From an optimization exercise on the open Yosys and OpenROAD flow, aimed at small area and a short achievable clock period; shortcuts taken in it are not production practice. RTL that was checked went through simulation tests only; none was proved equivalent to the original. Power and IR drop assume default switching activity.

## CIC_Decimation
module CIC_Decimation #(
    parameter int WIDTH_IN  = 16,
    parameter int NUM_STAGE = 5,
    parameter int MAX_RATE  = 16,
    parameter int WIDTH_OUT = WIDTH_IN + NUM_STAGE * $clog2(MAX_RATE)
)
(
    input  clk, ena, rst_n,
    input  logic signed [WIDTH_IN-1:0]  din_odd, din_even,
    input  [7:0] rate,
    output logic signed [WIDTH_OUT-1:0] dout,
    output vld, rdy
);
For scale: roughly 2200 cells after synthesis, about 930 flip-flops, ~81 I/O pins.
make LEC_CHECK=0 CAP_MARGIN=20 CORE_MARGIN=2 CORE_UTILIZATION=70 CTS_CLUSTER_DIAMETER=80 CTS_CLUSTER_SIZE=40 SLEW_MARGIN=20 SYNTH_HIERARCHICAL=1 SYNTH_MINIMUM_KEEP_SIZE=0 finish   # period 14.0 ns
run.sh (not shown) runs the stock make flow with config.mk's settings and CLKGATE_MAP_FILE= SYNTH_SCRIPT=/design/flow/synth_recipe.tcl, a recipe that flattens the netlist after the stock synthesis.
==> next run, changes <==
- CORE_UTILIZATION: 70 -> 40
- CTS_CLUSTER_DIAMETER: 80 -> default
- CTS_CLUSTER_SIZE: 40 -> default
What happened: The new run completed with no timing, DRC or antenna violations; utilization fell by 30 points; first-iteration DRC count fell by 2.8%; sequential power hardly moves; global-route usage fell by 7.5 points; setup slack degrades by 13 ps; final cell count rose by about 20%.
==> next run, changes <==
- CORE_UTILIZATION: 40 -> 70
- CTS_CLUSTER_DIAMETER: default -> 60
- CTS_CLUSTER_SIZE: default -> 30
=>
- The changed run ran to the end with no violations
- non-clock buffer count fell by 1
- final area fell by 5.4%
- clock-buffer cell count fell by 89
- clock skew fell by 8.8 ps
- wire length fell by 4.2%
- sequential power stays flat
- die area fell by 42%
- power fell by 13%
- worst hold slack gains 21 ps
- worst setup slack gains 24 ps
No run of this note included a check of the RTL's function; only the layout flow was run.

* * *

## north
CIC_Decimation again, from the RTL that the note above started with.
==> flow/config.mk <==
export PLATFORM = sky130hd
export DESIGN_NAME = CIC_Decimation
export DESIGN_NICKNAME = CIC_Decimation
export VERILOG_FILES = /design/flow/design.v
export SDC_FILE = /design/flow/constraint.sdc
export NUM_CORES = 4
export LEC_CHECK = 0
export CAP_MARGIN = 20
export CORE_MARGIN = 2
export CORE_UTILIZATION = 70
export CTS_CLUSTER_DIAMETER = 60
export CTS_CLUSTER_SIZE = 30
export SLEW_MARGIN = 20
export SYNTH_HIERARCHICAL = 1
export SYNTH_MINIMUM_KEEP_SIZE = 0
==> flow/constraint.sdc <==
create_clock -name core_clock -period 14.0 [get_ports {clk}]
set_input_delay 2.8000 -clock core_clock [delete_from_list [all_inputs] [get_ports {clk}]]
set_output_delay 2.8000 -clock core_clock [all_outputs]
set_load 0.01 [all_outputs]
standard.sh (not shown) runs the stock make flow with config.mk's settings and CLKGATE_MAP_FILE= SYNTH_SCRIPT=/design/flow/synth_recipe.tcl, a recipe that flattens the netlist after the stock synthesis.
==> flow/flow/run.sh <==
#!/bin/bash
# The standard layout (standard.sh), with the input and output port
# buffers made of sky130_fd_sc_hd__buf_2 instead of the cell buffer_ports
# picks by default. make's output goes to standard.log; ORFS keeps each
# tool's own log under orfs/logs/.
set -euo pipefail
export BUFFER_PORTS_ARGS="-buffer_cell sky130_fd_sc_hd__buf_2"
bash standard.sh > standard.log 2>&1
north completed end to end with timing, DRC and antenna clean.
> inputs changed (north -> south)
==> flow/run.sh (new file) <==
#!/bin/bash
# synth_recipe.tcl (not shown) runs the flow's synth.tcl, then flattens the netlist and writes it again
# the make line also repeats each setting of config.mk as NAME=value (left out here)
make -C /OpenROAD-flow-scripts/flow DESIGN_CONFIG=/design/flow/config.mk WORK_HOME=/design/flow/orfs CLKGATE_MAP_FILE= SYNTH_SCRIPT=/design/flow/synth_recipe.tcl finish
diff --git a/flow/config.mk b/flow/config.mk
--- a/flow/config.mk
+++ b/flow/config.mk
@@ -10,4 +10,3 @@
 export CORE_UTILIZATION = 70
-export CTS_CLUSTER_DIAMETER = 60
-export CTS_CLUSTER_SIZE = 30
+export CTS_BUF_LIST = sky130_fd_sc_hd__clkbuf_4 sky130_fd_sc_hd__clkbuf_8
 export SLEW_MARGIN = 20
removed: flow/flow/run.sh
removed: flow/standard.sh
Results
south completed every stage of the flow, and the final layout passed the timing, DRC and antenna checks. south ends up with a final critical path time including I/O delays and setup that is 0.42 ns higher than in north. From north to south the numbers moved as follows: clock transition time at the flip-flop clock pins of the worst setup and hold paths decreased by 0.04 ns relative to the old numbers, post-route clock period utilization rose 3.0 points, delay of the slowest cell on the worst path decreased 0.05 ns. Final area went up by a few percent going from north to south. north reports its end point of the critical path as acc[0][29] while south reports rdy. Compared with north, south shows a least setup slack across all paths after layout that is 0.42 ns lower. Pin count of the biggest net entering global routing ends up higher on south. Worst supply voltage drop on vdd: south vs north up 7.5%. More vias were needed by south than by north. Per the comparison of south with north, leakage component of the power climbed 5.4%; net total in the final layout now sits higher.
No run of this note included a check of the RTL's function; only the layout flow was run.

* * *

CIC_Decimation, a different RTL version from the one above (not shown whole).
Size: ~2100 cells after synthesis, ~890 flip-flops, roughly 81 I/O pins, ~34000 um^2 of cells after synthesis.
==> flow/config.mk <==
export PLATFORM = sky130hd
export DESIGN_NAME = CIC_Decimation
export DESIGN_NICKNAME = CIC_Decimation
export VERILOG_FILES = /design/flow/design.v
export SDC_FILE = /design/flow/constraint.sdc
export NUM_CORES = 4
export LEC_CHECK = 0
export CAP_MARGIN = 20
export CORE_MARGIN = 2
export CORE_UTILIZATION = 85
export CTS_CLUSTER_DIAMETER = 60
export CTS_CLUSTER_SIZE = 30
export SLEW_MARGIN = 20
export SYNTH_HIERARCHICAL = 1
export SYNTH_MINIMUM_KEEP_SIZE = 0
==> flow/constraint.sdc <==
create_clock -name core_clock -period 14.0 [get_ports {clk}]
set_input_delay 2.8000 -clock core_clock [delete_from_list [all_inputs] [get_ports {clk}]]
set_output_delay 2.8000 -clock core_clock [all_outputs]
set_load 0.01 [all_outputs]
==> flow/flow/run.sh <==
#!/bin/bash
# The standard layout (standard.sh), with two changes to how the layout
# is made: the input and output port buffers are sky130_fd_sc_hd__buf_2
# instead of the cell buffer_ports picks by default, and clock tree synthesis
# inserts no dummy loads. make's output goes to standard.log; ORFS keeps each
# tool's own log under orfs/logs/.
set -euo pipefail
export BUFFER_PORTS_ARGS="-buffer_cell sky130_fd_sc_hd__buf_2"
export CTS_ARGS="-sink_clustering_enable -repair_clock_nets -sink_clustering_size 30 -sink_clustering_max_diameter 60 -dont_use_dummy_load"
bash standard.sh > standard.log 2>&1
==> next run, changes <==
--- a/flow/flow/run.sh
+++ b/flow/flow/run.sh
@@ -8,3 +8,4 @@
 export BUFFER_PORTS_ARGS="-buffer_cell sky130_fd_sc_hd__buf_2"
 export CTS_ARGS="-sink_clustering_enable -repair_clock_nets -sink_clustering_size 30 -sink_clustering_max_diameter 60 -dont_use_dummy_load"
+export SETUP_SLACK_MARGIN=10.6
 bash standard.sh > standard.log 2>&1
--- a/flow/config.mk
+++ b/flow/config.mk
@@ -8,5 +8,5 @@
 export CAP_MARGIN = 20
 export CORE_MARGIN = 2
-export CORE_UTILIZATION = 85
+export CORE_UTILIZATION = 70
 export CTS_CLUSTER_DIAMETER = 60
 export CTS_CLUSTER_SIZE = 30
Result: Synthesized area does not change. Count of clock-buffer cells in the layout rose by 7. Global-route usage decreases by 16 points. Via count fell by 11%. Clock power grows by about 5%. Synthesized cell count is unchanged. Setup slack is better by 0.041 ns. Power fell by 2.9%.
==> next run, changes <==
--- a/flow/flow/run.sh
+++ b/flow/flow/run.sh
@@ -7,5 +7,4 @@
 set -euo pipefail
 export BUFFER_PORTS_ARGS="-buffer_cell sky130_fd_sc_hd__buf_2"
-export CTS_ARGS="-sink_clustering_enable -repair_clock_nets -sink_clustering_size 30 -sink_clustering_max_diameter 60 -dont_use_dummy_load"
-export SETUP_SLACK_MARGIN=10.6
+export CTS_ARGS="-sink_clustering_enable -repair_clock_nets -sink_clustering_size 20 -sink_clustering_max_diameter 40 -dont_use_dummy_load"
 bash standard.sh > standard.log 2>&1
Effect: Cell count is higher by 0.77%; die area is unchanged; worst setup slack gets worse by 0.059 ns; utilization goes up by 0.87 points; final area came out higher by 1.1%; first-iteration DRC count falls by 3.0%; power rises by 9.4%; wire length increases by 2.3%.
==> next run, changes <==
--- a/flow/flow/run.sh
+++ b/flow/flow/run.sh
@@ -7,4 +7,5 @@
 set -euo pipefail
 export BUFFER_PORTS_ARGS="-buffer_cell sky130_fd_sc_hd__buf_2"
-export CTS_ARGS="-sink_clustering_enable -repair_clock_nets -sink_clustering_size 20 -sink_clustering_max_diameter 40 -dont_use_dummy_load"
+export CTS_ARGS="-sink_clustering_enable -repair_clock_nets -sink_clustering_size 30 -sink_clustering_max_diameter 60 -dont_use_dummy_load"
+export SETUP_SLACK_MARGIN=10.3
 bash standard.sh > standard.log 2>&1
Total power fell by 10%.
Clock power is lower by 35%.
Worst setup slack gains 0.045 ns.
Cell count drops by 1.6%.
==> next run, changes <==
--- a/flow/flow/run.sh
+++ b/flow/flow/run.sh
@@ -7,5 +7,4 @@
 set -euo pipefail
 export BUFFER_PORTS_ARGS="-buffer_cell sky130_fd_sc_hd__buf_2"
-export CTS_ARGS="-sink_clustering_enable -repair_clock_nets -sink_clustering_size 30 -sink_clustering_max_diameter 60 -dont_use_dummy_load"
-export SETUP_SLACK_MARGIN=10.3
+export CTS_ARGS="-sink_clustering_enable -repair_clock_nets -sink_clustering_size 30 -sink_clustering_max_diameter 60 -dont_use_dummy_load -no_insertion_delay"
 bash standard.sh > standard.log 2>&1
Effect:
- total power is lower slightly
- global-route usage is about the same
- routed wire length is lower slightly
- fmax falls slightly
- hold slack barely changes
==> next run, changes <==
--- a/flow/flow/run.sh
+++ b/flow/flow/run.sh
@@ -7,4 +7,4 @@
 set -euo pipefail
 export BUFFER_PORTS_ARGS="-buffer_cell sky130_fd_sc_hd__buf_2"
-export CTS_ARGS="-sink_clustering_enable -repair_clock_nets -sink_clustering_size 30 -sink_clustering_max_diameter 60 -dont_use_dummy_load -no_insertion_delay"
+export CTS_ARGS="-sink_clustering_enable -repair_clock_nets -sink_clustering_size 30 -sink_clustering_max_diameter 60 -dont_use_dummy_load -apply_ndr full"
 bash standard.sh > standard.log 2>&1
--- a/flow/config.mk
+++ b/flow/config.mk
@@ -8,5 +8,5 @@
 export CAP_MARGIN = 20
 export CORE_MARGIN = 2
-export CORE_UTILIZATION = 70
+export CORE_UTILIZATION = 85
 export CTS_CLUSTER_DIAMETER = 60
 export CTS_CLUSTER_SIZE = 30
Sequential power climbs by about 1%.
Worst setup slack got worse by 0.0053 ns.
Flip-flop and latch count does not change.
Global-route usage rises by 16 points.
First-iteration DRC count went up by 150%.
Wire length went up by about 55%.
Clock-buffer cell count falls by 6.

==> afterwards: timing with drivers on the ports <==
In the flow no input, the clock included, has a driving cell. The finished layouts below were timed again as built, in two steps.
Step 1 assumes that a clkbuf_16 drives the clock port and a buf_2 every other input.
Step 2 adds t to the input delays and takes it off the output delays; t is the mean of the earliest and latest rising clock arrival at the registers after step 1. Input paths then give back, and output paths get back, about the clock's delay inside the block.
a / b / c = no drivers / after step 1 / after step 2; a / b = the first two.
run | t, ns | slack for setup (ns) | worst data-port slew with drivers (ns) | pins driven straight from the clock port
the first run of note 1 | 0.647 | 9.707 / 9.643 / 9.546 | 0.04 | 1
the second run of note 1 | 0.692 | 9.694 / 9.634 / 9.455 | 0.03 | 1
the third run of note 1 | 0.661 | 9.717 / 9.655 / 9.522 | 0.04 | 1
north | 0.664 | 9.986 / 9.986 / 9.414 | 0.04 | 1
south | 0.814 | 9.565 / 9.510 / 9.512 | 0.05 | 1
the first run of note 3 | 0.647 | 10.117 / 10.055 / 10.246 | 0.06 | 1
the second run of note 3 | 0.647 | 10.158 / 10.099 / 10.442 | 0.04 | 1
the third run of note 3 | 0.661 | 10.099 / 10.038 / 10.318 | 0.04 | 1
the fourth run of note 3 | 0.638 | 10.144 / 10.086 / 10.370 | 0.04 | 1
the fifth run of note 3 | 0.638 | 10.122 / 10.065 / 10.326 | 0.04 | 1
the sixth run of note 3 | 0.647 | 10.117 / 10.055 / 10.246 | 0.06 | 1
After both steps every run listed still meets setup and hold. For north, which loses most, drivers alone change the setup slack by 0.000 ns; drivers and shift together by -0.572 ns.
